This design comes from an exercise in tuning for small area on the open sky130 flow, not from production work.
In this exercise RTL edits were held to simulation tests only and were not proved equivalent to the original.
The clock input has no modelled driver; a real chip could not lean on it and would need a root buffer or a full tree.
Power is estimated from default activity; no workload was simulated.

==> v13: inputs <==
## top
module top(
	input wire clk,
	input wire rst,
	input wire btn_up,
	input wire btn_down,
	output h_sync,
	output v_sync,
	output [2:0] red,
	output [2:0] green,
	output [2:0] blue
    );
wire tick, hfirst, hlast;
wire [9:0] h;
wire [4:0] q, r;
clock_divider clock_gen(clk, rst, tick);
horizontal_counter horizontal(clk, rst, tick, h, hfirst, hlast);
vertical_counter vertical(clk, rst, tick & hfirst, q, r);
reg [4:0] p;
wire plo = (~p[0] & ~p[2] & ~p[3] & ~p[4]);
wire phi = (p[0] & p[2] & p[4]);
always @(posedge clk)
	if (rst) p <= 5'd14;
	else if (btn_up) begin
		if (!plo) p <= p - 5'd1;
	end
	else if (btn_down) begin
		if (!phi) p <= p + 5'd1;
	end
assign h_sync = (~h[7] & ~h[8] & ~h[9]) | (~h[6] & ~h[8] & ~h[9]) | (~h[4] & ~h[5] & ~h[8] & ~h[9]);
assign v_sync = (~r[0] & ~r[3] & ~r[4] & ~q[0] & ~q[1] & ~q[2] & ~q[3] & ~q[4]) | (~r[1] & ~r[3] & ~r[4] & ~q[0] & ~q[1] & ~q[2] & ~q[3] & ~q[4]);
wire range_h = (h[8] & ~h[9]) | (~h[8] & h[9]) | (~h[7] & h[9]);
  ...
clock: 10.0 ns
lec_check: 0
cap_margin: 20
core_margin: 2
core_utilization: 35
slew_margin: 20
standard.sh (not shown) runs the stock make flow with config.mk's settings and CLKGATE_MAP_FILE= SYNTH_SCRIPT=/design/flow/synth_recipe.tcl, a recipe that flattens the netlist after the stock synthesis.
==> flow/flow/run.sh <==
#!/bin/bash
# Own layout flow: the standard ORFS flow (standard.sh) with
#  - ABC mapping for area (flow/my_synth.tcl, flow/area.abc), no ha/fa adder cells,
#  - the smallest buffer (buf_1) on every input and output port,
#  - a clock tree of clkbuf_8 only, without dummy loads.
# Each tool's full output goes to the ORFS logs and to flow_make.log here.
set -euo pipefail
W=$PWD
export FLOW_WORK=$W
export AREA_ABC_SCRIPT=$W/flow/area.abc
bash standard.sh \
  SYNTH_SCRIPT=$W/flow/my_synth.tcl \
  ADDER_MAP_FILE= \
  "BUFFER_PORTS_ARGS=-buffer_cell sky130_fd_sc_hd__buf_1" \
  "CTS_ARGS=-buf_list sky130_fd_sc_hd__clkbuf_8 -root_buf sky130_fd_sc_hd__clkbuf_8 -dont_use_dummy_load -repair_clock_nets" \
  finish > $W/flow_make.log 2>&1
==> flow/flow/area.abc <==
strash
&get -n
&deepsyn -I 1 -J 200
&put
dch -f
amap
topo
==> flow/flow/my_synth.tcl <==
# The standard synthesis (synth_recipe.tcl), with ABC's technology mapping run
# on an area-oriented script (flow/area.abc) instead of ORFS's speed script.
# Registers, their names and everything before and after ABC are unchanged.
proc abc {args} {
  set out {}
  set skip 0
  foreach a $args {
    if {$skip} { set skip 0; continue }
    if {$a eq "-script"} { lappend out -script $::env(AREA_ABC_SCRIPT); set skip 1; continue }
    if {$a eq "-D"} { set skip 1; continue }
    lappend out $a
  }
  yosys abc {*}$out
}
source $::env(FLOW_WORK)/synth_recipe.tcl
==> inputs of v16, as changes to v13 <==
==> flow/flow/run.sh (replaced) <==
#!/bin/bash
# Own layout flow: the standard ORFS flow (standard.sh) with
#  - ABC mapping for area (flow/my_synth.tcl, flow/area.abc), no ha/fa adder cells,
#  - the smallest buffer (buf_1) on every input and output port,
#  - a clock tree of one clkbuf_16 (flow/cts_one.tcl folds CTS's leaf buffers
#    into its root buffer).
# Each tool's full output goes to the ORFS logs and to flow_make.log here.
set -euo pipefail
W=$PWD
export FLOW_WORK=$W
export AREA_ABC_SCRIPT=$W/flow/area.abc
bash standard.sh \
  SYNTH_SCRIPT=$W/flow/my_synth.tcl \
  ADDER_MAP_FILE= \
  "BUFFER_PORTS_ARGS=-buffer_cell sky130_fd_sc_hd__buf_1" \
  "CTS_ARGS=-buf_list sky130_fd_sc_hd__clkbuf_16 -root_buf sky130_fd_sc_hd__clkbuf_16 -dont_use_dummy_load" \
  POST_CTS_TCL=$W/flow/cts_one.tcl \
  finish > $W/flow_make.log 2>&1
==> flow/flow/cts_one.tcl (new file) <==
# After CTS: the clock tree here is a root buffer and a few leaf buffers.
# Move every leaf buffer's flip-flops onto the root buffer's net and delete
# the leaf buffers, so one clkbuf_16 drives all flip-flops.
set block [ord::get_db_block]
set root [$block findInst clkbuf_0_clk]
set rootnet [[$root findITerm X] getNet]
foreach inst [$block getInsts] {
  set nm [$inst getName]
  if {![string match clkbuf_* $nm] || $nm eq "clkbuf_0_clk"} continue
  set onet [[$inst findITerm X] getNet]
  foreach it [$onet getITerms] {
    if {[$it getInst] != $inst} { $it disconnect; $it connect $rootnet }
  }
  [$inst findITerm A] disconnect
  odb::dbInst_destroy $inst
  odb::dbNet_destroy $onet
}
puts "cts_one: clock buffers left: [llength [lsearch -all -inline [lmap i [$block getInsts] {$i getName}] clkbuf_*]]"
==> inputs of v8, as changes to v13 <==
==> flow/flow/run.sh (replaced) <==
#!/bin/bash
# Own layout flow: the standard ORFS flow (standard.sh) with
#  - ABC mapping for area: flow/my_synth.tcl maps with each of flow/area*.abc and
#    keeps the smallest result; no ha/fa adder cells,
#  - the smallest buffer (buf_1) on every input and output port,
#  - a clock tree of one clkbuf_16 (flow/cts_one.tcl folds CTS's leaf buffers
#    into its root buffer).
# Each tool's full output goes to the ORFS logs and to flow_make.log here.
set -euo pipefail
W=$PWD
export FLOW_WORK=$W
export AREA_ABC_SCRIPTS="$W/flow/area1.abc $W/flow/area2.abc $W/flow/area3.abc $W/flow/area4.abc"
bash standard.sh \
  SYNTH_SCRIPT=$W/flow/my_synth.tcl \
  ADDER_MAP_FILE= \
  "BUFFER_PORTS_ARGS=-buffer_cell sky130_fd_sc_hd__buf_1" \
  "CTS_ARGS=-buf_list sky130_fd_sc_hd__clkbuf_16 -root_buf sky130_fd_sc_hd__clkbuf_16 -dont_use_dummy_load" \
  POST_CTS_TCL=$W/flow/cts_one.tcl \
  finish > $W/flow_make.log 2>&1
==> flow/flow/area1.abc (new file) <==
strash
&get -n
&deepsyn -I 1 -J 200
&put
dch -f
amap -m
topo
==> flow/flow/area2.abc (new file) <==
strash
&get -n
&deepsyn -I 1 -J 200
&put
dch -f
amap
topo
==> flow/flow/area3.abc (new file) <==
strash
&get -n
&deepsyn -I 1 -J 200
&nf -R 1000
&put
topo
==> flow/flow/area4.abc (new file) <==
strash
&get -n
&deepsyn -I 1 -J 200
&put
dch -f
amap -F 4 -A 8
topo
==> flow/flow/cts_one.tcl (new file) <==
# After CTS: the clock tree here is a root buffer and a few leaf buffers.
# Move every leaf buffer's flip-flops onto the root buffer's net and delete
# the leaf buffers, so one clkbuf_16 drives all flip-flops.
set block [ord::get_db_block]
set root [$block findInst clkbuf_0_clk]
set rootnet [[$root findITerm X] getNet]
foreach inst [$block getInsts] {
  set nm [$inst getName]
  if {![string match clkbuf_* $nm] || $nm eq "clkbuf_0_clk"} continue
  set onet [[$inst findITerm X] getNet]
  foreach it [$onet getITerms] {
    if {[$it getInst] != $inst} { $it disconnect; $it connect $rootnet }
  }
  [$inst findITerm A] disconnect
  odb::dbInst_destroy $inst
  odb::dbNet_destroy $onet
}
puts "cts_one: clock buffers left: [llength [lsearch -all -inline [lmap i [$block getInsts] {$i getName}] clkbuf_*]]"
==> flow/flow/my_synth.tcl (replaced) <==
# The standard synthesis (synth_recipe.tcl), with ABC's technology mapping run
# on several area-oriented scripts (AREA_ABC_SCRIPTS); the smallest result
# is kept. Registers, their names and everything before and after ABC are
# unchanged.
proc abc {args} {
  set out {}
  set skip 0
  foreach a $args {
    if {$skip} { set skip 0; continue }
    if {$a eq "-script" || $a eq "-D"} { set skip 1; continue }
    lappend out $a
  }
  yosys design -save my_pre_abc
  set best -1
  foreach s $::env(AREA_ABC_SCRIPTS) {
    yosys design -load my_pre_abc
    yosys abc {*}$out -script $s
    set st [tee -q -s result.string stat {*}$::lib_args]
    regexp {Chip area for module[^:]*:\s*([0-9.]+)} $st -> area
    puts "area_abc: $s $area"
    if {$best < 0 || $area < $best} {
      set best $area
      yosys design -save my_best_abc
    }
  }
  yosys design -load my_best_abc
  puts "area_abc: kept $best"
}
source $::env(FLOW_WORK)/synth_recipe.tcl
removed: flow/flow/area.abc
==> comparison table <==
| quantity | v8 | v13 | v16 |
|---|---|---|---|
| Wire length of the first global-routing pass | 4390 µm | 4730 µm | 4710 µm |
| Highest cell delay on the worst timing path | 0.42 ns | 0.43 ns | 0.46 ns |
| Largest net degree at the start of global routing | 28 | 15 | 28 |
| Internal cell power | 136 µW | 144 µW | 136 µW |
| Final Cell Area | 0.00138 mm² | 0.00140 mm² | 0.00138 mm² |
| Worst-path fanout max | 4 | 4 | 7 |
| Period minus WS final | 4.31 ns | 4.46 ns | 4.39 ns |
| Fraction of the cycle the final worst path needs | 0.431 | 0.446 | 0.439 |
| Pre-CTS worst setup slack | 5.89 ns | 5.88 ns | 5.88 ns |
| Crit path setup slack, layout | 5.69 ns | 5.54 ns | 5.61 ns |
| Count of clock-net buffers in the final layout | 1 | 3 | 1 |
| Clock network share of area | 0.0182 | 0.0296 | 0.0181 |
| Length of the first detailed-routing pass in iterations | 6 | 4 | 6 |
| Initial Util | 0.359 | 0.361 | 0.361 |
| Hold_ws | 0.417 ns | 0.415 ns | 0.420 ns |
| Outcome | finished clean | finished clean | finished clean |
| Critical path's slowest cell | sky130_fd_sc_hd__nor4_1 | sky130_fd_sc_hd__nor4_1 | sky130_fd_sc_hd__dfxtp_1 |

-- separate check: timing with driven ports --
In the flow no input, the clock included, has a driving cell. The finished layouts below were timed again as built, in two steps.
Step 1, drivers: a clkbuf_16 drives clk and a buf_2 each remaining input, both assumed.
Step 2 adds t to the input delays and takes it off the output delays; t is the mean of the earliest and latest rising clock arrival at the registers after step 1. Input paths then give back, and output paths get back, about the clock's delay inside the block.
a / b / c = no drivers / after step 1 / after step 2; a / b = the first two.
run	shift t [ns]	slack for setup (ns)	worst data-port slew with drivers (ns)
v13	0.290	5.540 / 5.514 / 5.805	0.03
v16	0.191	5.609 / 5.578 / 5.769	0.03
v8	0.195	5.690 / 5.660 / 5.855	0.03
After both steps every run listed still meets setup and hold.
